What follows belongs to an exercise in optimizing a design on an open flow for a short achievable clock period and few clock cycles; a production flow would make more cautious choices.
In this exercise RTL edits were held to simulation tests only and were not proved equivalent to the original.

Setup of tundra:
==> flow/design.v (excerpt) <==
module myCPU (
    input  wire         cpu_rst,
    input  wire         cpu_clk,
    output wire [13:0]  inst_addr,
    input  wire [31:0]  inst,
    output wire [31:0]  Bus_addr,
    input  wire [31:0]  Bus_rdata,
    output wire         Bus_wen,
    output wire [31:0]  Bus_wdata
);
localparam OP_R    = 7'b0110011;
localparam OP_I    = 7'b0010011;
localparam OP_LOAD = 7'b0000011;
localparam OP_S    = 7'b0100011;
localparam OP_B    = 7'b1100011;
localparam OP_LUI  = 7'b0110111;
localparam OP_JAL  = 7'b1101111;
localparam OP_JALR = 7'b1100111;
wire clk = cpu_clk;
wire rst = cpu_rst;
reg  [31:0] pc_f;
reg  [15:0] bv;
reg  [7:0]  btag [0:15];
reg  [13:0] btgt [0:15];
reg  [5:0]  bcnt  [0:15];
reg  [5:0]  btrip [0:15];
reg  [15:0] bconf, bexit;
reg         ID_valid;
reg  [31:0] ID_inst;
reg  [31:0] ID_pc;
reg  [31:0] ID_pc4;
reg         ID_pred, ID_pnt;
reg  [31:0] ID_pnext;
reg  [15:0] ID_jr1, ID_jr2;
reg         ID_jr1x, ID_jr2x;
reg         EX_valid;
reg  [31:0] EX_A, EX_Bx, EX_S;
reg         EX_sfwd;
reg         EX_sub, EX_arith;
reg         EX_sel_add, EX_sel_and, EX_sel_or, EX_sel_xor, EX_sel_sll, EX_sel_sr, EX_sel_link;
reg  [4:0]  EX_rd;
reg         EX_wen, EX_ld, EX_st, EX_br, EX_jal, EX_jalr, EX_back;
reg  [2:0]  EX_f3;
reg         EX_pnpc4;
reg  [31:0] EX_pnext, EX_chk, EX_tgt, EX_pc4, EX_pc;
reg         mis_r;
reg  [31:0] tgt_a, tgt_n;
reg         tgt_s;
reg  [13:0] pc_o;
reg  [31:0] MEM_res, MEM_sd;
reg         MEM_we, MEM_wen, MEM_ld, MEM_ctrl, MEM_taken, MEM_tagm, MEM_back, MEM_link;
reg  [4:0]  MEM_rd;
reg  [31:0] MEM_pc;
reg  [13:0] MEM_tgt;
reg  [5:0]  MEM_cnt1, MEM_cnt0;
reg  [5:0]  EX_bcnt, EX_btrip;
reg         EX_bconf;
reg         MEM_ext, MEM_cnf;
reg  [31:0] WB_val;
reg         WB_wen;
reg  [4:0]  WB_rd;
reg  [31:0] rf [1:31];
wire [3:0]  bidx     = pc_f[5:2];
wire [15:0] bm;
genvar bi;
  ...
export LEC_CHECK = 0
export ABC_CLOCK_PERIOD_IN_PS = 3000
export CAP_MARGIN = 20
export CORE_MARGIN = 2
export CORE_UTILIZATION = 40
export PLACE_DENSITY = 0.7
export SLEW_MARGIN = 20
export SETUP_SLACK_MARGIN = 6.0
create_clock -name core_clock -period 8.5 [get_ports {cpu_clk}]
standard.sh (not shown) runs the stock make flow with config.mk's settings and CLKGATE_MAP_FILE= SYNTH_SCRIPT=/design/flow/synth_recipe.tcl, a recipe that flattens the netlist after the stock synthesis.
==> flow/flow/run.sh <==
#!/bin/bash
set -euo pipefail
echo "export SETUP_SLACK_MARGIN = 6.0" >> config.mk
bash standard.sh finish > standard_flow.log 2>&1
tundra completed; timing, DRC and antenna clean
Testbench counts of tundra, summed over its fixed seeds: cycles 208,666.
[inputs] cedar vs tundra
# tundra
export LEC_CHECK = 0
export ABC_CLOCK_PERIOD_IN_PS = 3000
export CAP_MARGIN = 20
export CORE_MARGIN = 2
export CORE_UTILIZATION = 40
export PLACE_DENSITY = 0.7
export SLEW_MARGIN = 20
export SETUP_SLACK_MARGIN = 6.0
create_clock -name core_clock -period 8.5 [get_ports {cpu_clk}]
# cedar
export LEC_CHECK = 0
export ABC_CLOCK_PERIOD_IN_PS = 3000
export CAP_MARGIN = 20
export CORE_MARGIN = 2
export CORE_UTILIZATION = 40
export SLEW_MARGIN = 20
export SETUP_SLACK_MARGIN = 6.0
create_clock -name core_clock -period 8.5 [get_ports {cpu_clk}]
Initial antenna violation count went up by more than 10% going from tundra to cedar. More vias were needed by tundra than by cedar. Changes observed in cedar relative to tundra: maximum clock rate has increased; critical path depth decreased by 4 relative to the old numbers; setup slack of the critical path after layout picked up an extra 0.11 ns.
### cedar -> indigo
# cedar
export LEC_CHECK = 0
export ABC_CLOCK_PERIOD_IN_PS = 3000
export CAP_MARGIN = 20
export CORE_MARGIN = 2
export CORE_UTILIZATION = 40
export SLEW_MARGIN = 20
export SETUP_SLACK_MARGIN = 6.0
create_clock -name core_clock -period 8.5 [get_ports {cpu_clk}]
# indigo
export LEC_CHECK = 0
export ABC_CLOCK_PERIOD_IN_PS = 3000
export CAP_MARGIN = 20
export CORE_MARGIN = 2
export CORE_UTILIZATION = 40
export SETUP_SLACK_MARGIN = 5.0
export SLEW_MARGIN = 20
create_clock -name core_clock -period 8.5 [get_ports {cpu_clk}]
==> flow/run.sh (new file) <==
#!/bin/bash
# synth_recipe.tcl (not shown) runs the flow's synth.tcl, then flattens the netlist and writes it again
# the make line also repeats each setting of config.mk as NAME=value (left out here)
make -C /OpenROAD-flow-scripts/flow DESIGN_CONFIG=/design/flow/config.mk WORK_HOME=/design/flow/orfs CLKGATE_MAP_FILE= SYNTH_SCRIPT=/design/flow/synth_recipe.tcl finish
removed: flow/flow/run.sh
removed: flow/standard.sh
## What came out
From cedar to indigo the numbers moved as follows: number of clock buffers inserted by TritonCTS dropped 1.2%, fraction of area in non-clock buffers shrank by 6.5 points.
Final critical delay including setup and external delays: cedar and indigo compared, higher one is indigo
Comparing count of clock-buffer cells in the layout for cedar and indigo, the bigger number came from indigo.
Compared with cedar, indigo shows count of inverters not on the clock network in the layout higher by about 1.7%.
Taking cedar as the reference point, the post-place setup slack of indigo falls by 0.66 ns.
Wire: indigo routes less than cedar
Compared with cedar, via count in indigo decreased by a few percent.
In indigo, the worst setup slack came out 0.14 ns below the value in cedar.
The ratio of cells with drive above 1 in the final layout of indigo is lower than that of cedar.

static timing again, ports no longer ideal:
Ports are ideal in the flow. The routed layouts listed here were re-timed in OpenROAD.
Step 1 assumes that a clkbuf_16 drives the clock port and a buf_2 every other input.
Step 2, shift: input delay + t, output delay - t, t = (earliest + latest rising clock arrival at the registers) / 2. This alone moves slack from input paths to output paths.
a / b / c = ideal / step 1 / step 2; a / b = the first two.
run | t, ns | slack for setup (ns) | hold slack, ns | clock arrival spread, ns | slew at the worst register clock pin (ns)
tundra | 1.010 | 4.950 / 4.950 / 4.289 | 0.327 / 0.327 / 0.327 | 0.148 / 0.148 | 0.08 / 0.08
cedar | 0.980 | 5.056 / 5.056 / 4.330 | 0.332 / 0.332 / 0.332 | 0.124 / 0.123 | 0.08 / 0.08
indigo | 0.967 | 4.915 / 4.915 / 3.980 | 0.378 / 0.378 / 0.378 | 0.114 / 0.114 | 0.08 / 0.08
After both steps every run listed still meets setup and hold. For indigo, which loses most, drivers alone change the setup slack by 0.000 ns; drivers and shift together by -0.935 ns.
